Background: an optimization exercise with open tools, aiming at small area, a short achievable clock period and few clock cycles. Do not read the settings as production practice.
At most, simulation tests tie the RTL to the original design; equivalence was not proved.
The clock input has no modelled driver; a real chip could not lean on it and would need a root buffer or a full tree.
Power is estimated from default activity; no workload was simulated.

==> flow/design.v (excerpt) <==
module LZ77_Encoder(clk,reset,chardata,valid,encode,finish,offset,match_len,char_nxt);
For scale: roughly 470 cells after synthesis, roughly 140 flip-flops, ~28 I/O pins, about 5200 µm² of cells after synthesis.
export LEC_CHECK = 0
export CAP_MARGIN = 20
export CORE_MARGIN = 2
export CORE_UTILIZATION = 50
export PLACE_DENSITY = 0.6
export SLEW_MARGIN = 20
create_clock -name core_clock -period 10.0 [get_ports {clk}]
standard.sh (not shown) runs the stock make flow with config.mk's settings and CLKGATE_MAP_FILE= SYNTH_SCRIPT=/design/flow/synth_recipe.tcl, a recipe that flattens the netlist after the stock synthesis.
==> flow/flow/run.sh <==
#!/bin/bash
# Own layout flow: the standard flow (standard.sh), with
#  - port buffers of buf_2 instead of the default clkdlybuf4s50_1,
#  - a larger setup target for ORFS's timing repair,
#  - a one-level clock tree (flow/cts.tcl) in place of TritonCTS.
# Each step's full output goes to a log file of its own in this folder.
set -euo pipefail
export FLOW_DIR_OWN=$PWD/flow
export MCT_COLS=${MCT_COLS:-2}
export MCT_ROWS=${MCT_ROWS:-2}
VARS=("BUFFER_PORTS_ARGS=-buffer_cell sky130_fd_sc_hd__buf_2" "SETUP_SLACK_MARGIN=7.4")
bash standard.sh "${VARS[@]}" place > flow_place.log 2>&1
bash standard.sh "${VARS[@]}" run RUN_SCRIPT=$PWD/flow/cts.tcl RUN_LOG_NAME_STEM=4_1_cts > flow_cts.log 2>&1
bash standard.sh "${VARS[@]}" finish > flow_finish.log 2>&1
Other scripts of this flow, unchanged in this note and not shown: flow/flow/clkbuf.tcl, flow/flow/cts.tcl
Rerun with:
--- a/flow/flow/run.sh
+++ b/flow/flow/run.sh
@@ -11 +11 @@
-VARS=("BUFFER_PORTS_ARGS=-buffer_cell sky130_fd_sc_hd__buf_2" "SETUP_SLACK_MARGIN=7.4")
+VARS=("BUFFER_PORTS_ARGS=-buffer_cell sky130_fd_sc_hd__buf_2" "SETUP_SLACK_MARGIN=7")
- CORE_UTILIZATION: 50 -> 65
- PLACE_DENSITY: 0.6 -> 0.75
After rerunning: The changed run completed without violations; clock power stays flat; final area falls by 5.7%; die area falls by 22%; setup slack degrades by 0.15 ns; sequential share of layout area rises by 2.9 points; power falls by 0.42%; utilization rises by 14 points; sequential power is about the same; first-iteration DRC count rises by 7.9%; area after synthesis does not change; via count falls by 1.2%.
Function was not checked in any run of this note: the RTL went through the layout flow alone. No run of this note takes its clock network from TritonCTS; it comes from the design's own scripts or RTL.

Another version of the RTL of LZ77_Encoder (not shown whole).
Size in the first run: roughly 130 flip-flops, about 28 I/O pins, roughly 4600 µm² of cells after synthesis.
clock: 10.0 ns
lec_check: 0
cap_margin: 20
core_margin: 2
core_utilization: 70
place_density: 0.85
slew_margin: 20
==> flow/flow/run.sh <==
#!/bin/bash
# Own layout flow: the standard flow (standard.sh), with
#  - synthesis by flow/synth.tcl: the standard synthesis script, but ABC
#    maps the logic with an area-oriented script (flow/abc_area.script),
#  - port buffers of buf_2 instead of the default clkdlybuf4s50_1,
#  - a larger setup target for ORFS's timing repair,
#  - a one-level clock tree (flow/cts.tcl) in place of TritonCTS.
# Each step's full output goes to a log file of its own in this folder.
set -euo pipefail
export FLOW_DIR_OWN=$PWD/flow
export OWN_ABC_SCRIPT=$PWD/flow/abc_area.script
export MCT_COLS=${MCT_COLS:-2}
export MCT_ROWS=${MCT_ROWS:-2}
VARS=("SYNTH_SCRIPT=$PWD/flow/synth.tcl" "BUFFER_PORTS_ARGS=-buffer_cell sky130_fd_sc_hd__buf_2" "SETUP_SLACK_MARGIN=7.47")
bash standard.sh "${VARS[@]}" place > flow_place.log 2>&1
bash standard.sh "${VARS[@]}" run RUN_SCRIPT=$PWD/flow/cts.tcl RUN_LOG_NAME_STEM=4_1_cts > flow_cts.log 2>&1
bash standard.sh "${VARS[@]}" finish > flow_finish.log 2>&1
Other scripts of this flow, unchanged in this note and not shown: flow/flow/abc_area.script, flow/flow/clkbuf.tcl, flow/flow/cts.tcl, flow/flow/synth.tcl
The first run ran to the end with no violations.
Testbench counts at the start, summed over its fixed seeds: cycles 12,332.
Rerun with:
--- a/flow/flow/run.sh
+++ b/flow/flow/run.sh
@@ -14 +14 @@
-VARS=("SYNTH_SCRIPT=$PWD/flow/synth.tcl" "BUFFER_PORTS_ARGS=-buffer_cell sky130_fd_sc_hd__buf_2" "SETUP_SLACK_MARGIN=7.47")
+VARS=("SYNTH_SCRIPT=$PWD/flow/synth.tcl" "BUFFER_PORTS_ARGS=-buffer_cell sky130_fd_sc_hd__buf_2" "SETUP_SLACK_MARGIN=7.33")
=> Combinational power is lower by about 8%. Utilization is lower by 1.8 points. Worst hold slack loses 0.0032 ns.
No run of this note takes its clock network from TritonCTS; it comes from the design's own scripts or RTL.

run 1:
Starting RTL as in the previous note.
==> flow/config.mk <==
export PLATFORM = sky130hd
export DESIGN_NAME = LZ77_Encoder
export DESIGN_NICKNAME = LZ77_Encoder
export VERILOG_FILES = /design/flow/design.v
export SDC_FILE = /design/flow/constraint.sdc
export NUM_CORES = 4
export LEC_CHECK = 0
export CAP_MARGIN = 20
export CORE_MARGIN = 2
export CORE_UTILIZATION = 70
export PLACE_DENSITY = 0.85
export SLEW_MARGIN = 20
==> flow/constraint.sdc <==
create_clock -name core_clock -period 10.0 [get_ports {clk}]
set_input_delay 2.0000 -clock core_clock [delete_from_list [all_inputs] [get_ports {clk}]]
set_output_delay 2.0000 -clock core_clock [all_outputs]
set_load 0.01 [all_outputs]
==> flow/flow/run.sh <==
#!/bin/bash
# Own layout flow: the standard flow (standard.sh), with
#  - synthesis by flow/synth.tcl: the standard synthesis script, but ABC
#    maps the logic with an area-oriented script (flow/abc_area.script),
#  - port buffers of buf_2 instead of the default clkdlybuf4s50_1,
#  - a larger setup target for ORFS's timing repair,
#  - a one-level clock tree (flow/cts.tcl) in place of TritonCTS.
# Each step's full output goes to a log file of its own in this folder.
set -euo pipefail
export FLOW_DIR_OWN=$PWD/flow
export OWN_ABC_SCRIPT=$PWD/flow/abc_area.script
export MCT_COLS=${MCT_COLS:-2}
export MCT_ROWS=${MCT_ROWS:-2}
VARS=("SYNTH_SCRIPT=$PWD/flow/synth.tcl" "BUFFER_PORTS_ARGS=-buffer_cell sky130_fd_sc_hd__buf_2" "SETUP_SLACK_MARGIN=7.4")
bash standard.sh "${VARS[@]}" place > flow_place.log 2>&1
bash standard.sh "${VARS[@]}" run RUN_SCRIPT=$PWD/flow/cts.tcl RUN_LOG_NAME_STEM=4_1_cts > flow_cts.log 2>&1
bash standard.sh "${VARS[@]}" finish > flow_finish.log 2>&1
Other scripts of this flow, unchanged in this note and not shown: flow/flow/abc_area.script, flow/flow/clkbuf.tcl, flow/flow/cts.tcl, flow/flow/synth.tcl
Run 1 has completed all stages; timing, DRC and antenna checks passed.
Testbench counts of run 1, summed over its fixed seeds: cycles 12,332.
For run 2, these inputs were changed with respect to run 1:
--- a/flow/flow/run.sh
+++ b/flow/flow/run.sh
@@ -13,3 +13,3 @@
 export MCT_ROWS=${MCT_ROWS:-2}
-VARS=("SYNTH_SCRIPT=$PWD/flow/synth.tcl" "BUFFER_PORTS_ARGS=-buffer_cell sky130_fd_sc_hd__buf_2" "SETUP_SLACK_MARGIN=7.4")
+VARS=("SYNTH_SCRIPT=$PWD/flow/synth.tcl" "BUFFER_PORTS_ARGS=-buffer_cell sky130_fd_sc_hd__buf_2" "SETUP_SLACK_MARGIN=7.25")
 bash standard.sh "${VARS[@]}" place > flow_place.log 2>&1
==> comparison <==
- On worst-case clock skew, the higher figure sits with run 2, not run 1.
- Width of the chip: run 2 vs run 1 identical
- Comparing run 1 against run 2, there is no change at all in number of gates on the worst path with buffers counted.
- The global-route met3 utilization reported for run 2 is smaller than that of run 1 by 0.20 points.
- Total power of the final layout of run 2 falls short of that of run 1 slightly.
- On area of placed instances, run 2 and run 1 are basically level.
- Compare run 2 and run 1 | total setup buffers inserted after CTS higher: run 1
In every run of this note, the design's own scripts or RTL, not TritonCTS, make the clock network.

==> separate check: timing with driven ports <==
The results above use ideal ports. As a check the final layouts listed here were re-extracted and re-timed, cells and wires unchanged. Step 1 assumes that a clkbuf_16 drives the clock port and a buf_2 every other input. Step 2, shift: input delay + t, output delay - t, t = (earliest + latest rising clock arrival at the registers) / 2. This alone moves slack from input paths to output paths. a / b / c = no drivers / after step 1 / after step 2; a / b = the first two.
run | t, ns | setup WS [ns] | hold WS [ns] | latest minus earliest clock arrival (ns) | worst register clock-pin slew, ns
the first run of note 1 | 0.250 | 7.299 / 7.219 / 7.382 | 0.356 / 0.356 / 0.356 | 0.012 / 0.012 | 0.12 / 0.12
the second run of note 1 | 0.256 | 7.147 / 7.147 / 7.147 | 0.358 / 0.358 / 0.358 | 0.014 / 0.014 | 0.12 / 0.12
the first run of note 2 | 0.247 | 7.369 / 7.288 / 7.497 | 0.348 / 0.348 / 0.348 | 0.013 / 0.012 | 0.11 / 0.11
the second run of note 2 | 0.241 | 7.387 / 7.309 / 7.408 | 0.345 / 0.345 / 0.345 | 0.012 / 0.012 | 0.11 / 0.11
run 1 | 0.247 | 7.374 / 7.294 / 7.447 | 0.351 / 0.351 / 0.351 | 0.006 / 0.006 | 0.11 / 0.11
run 2 | 0.243 | 7.385 / 7.307 / 7.220 | 0.348 / 0.349 / 0.349 | 0.011 / 0.011 | 0.11 / 0.11
After both steps every run listed still meets setup and hold. For run 2, which loses most, drivers alone change the setup slack by -0.078 ns; drivers and shift together by -0.165 ns. Setup slack includes reset recovery checks.
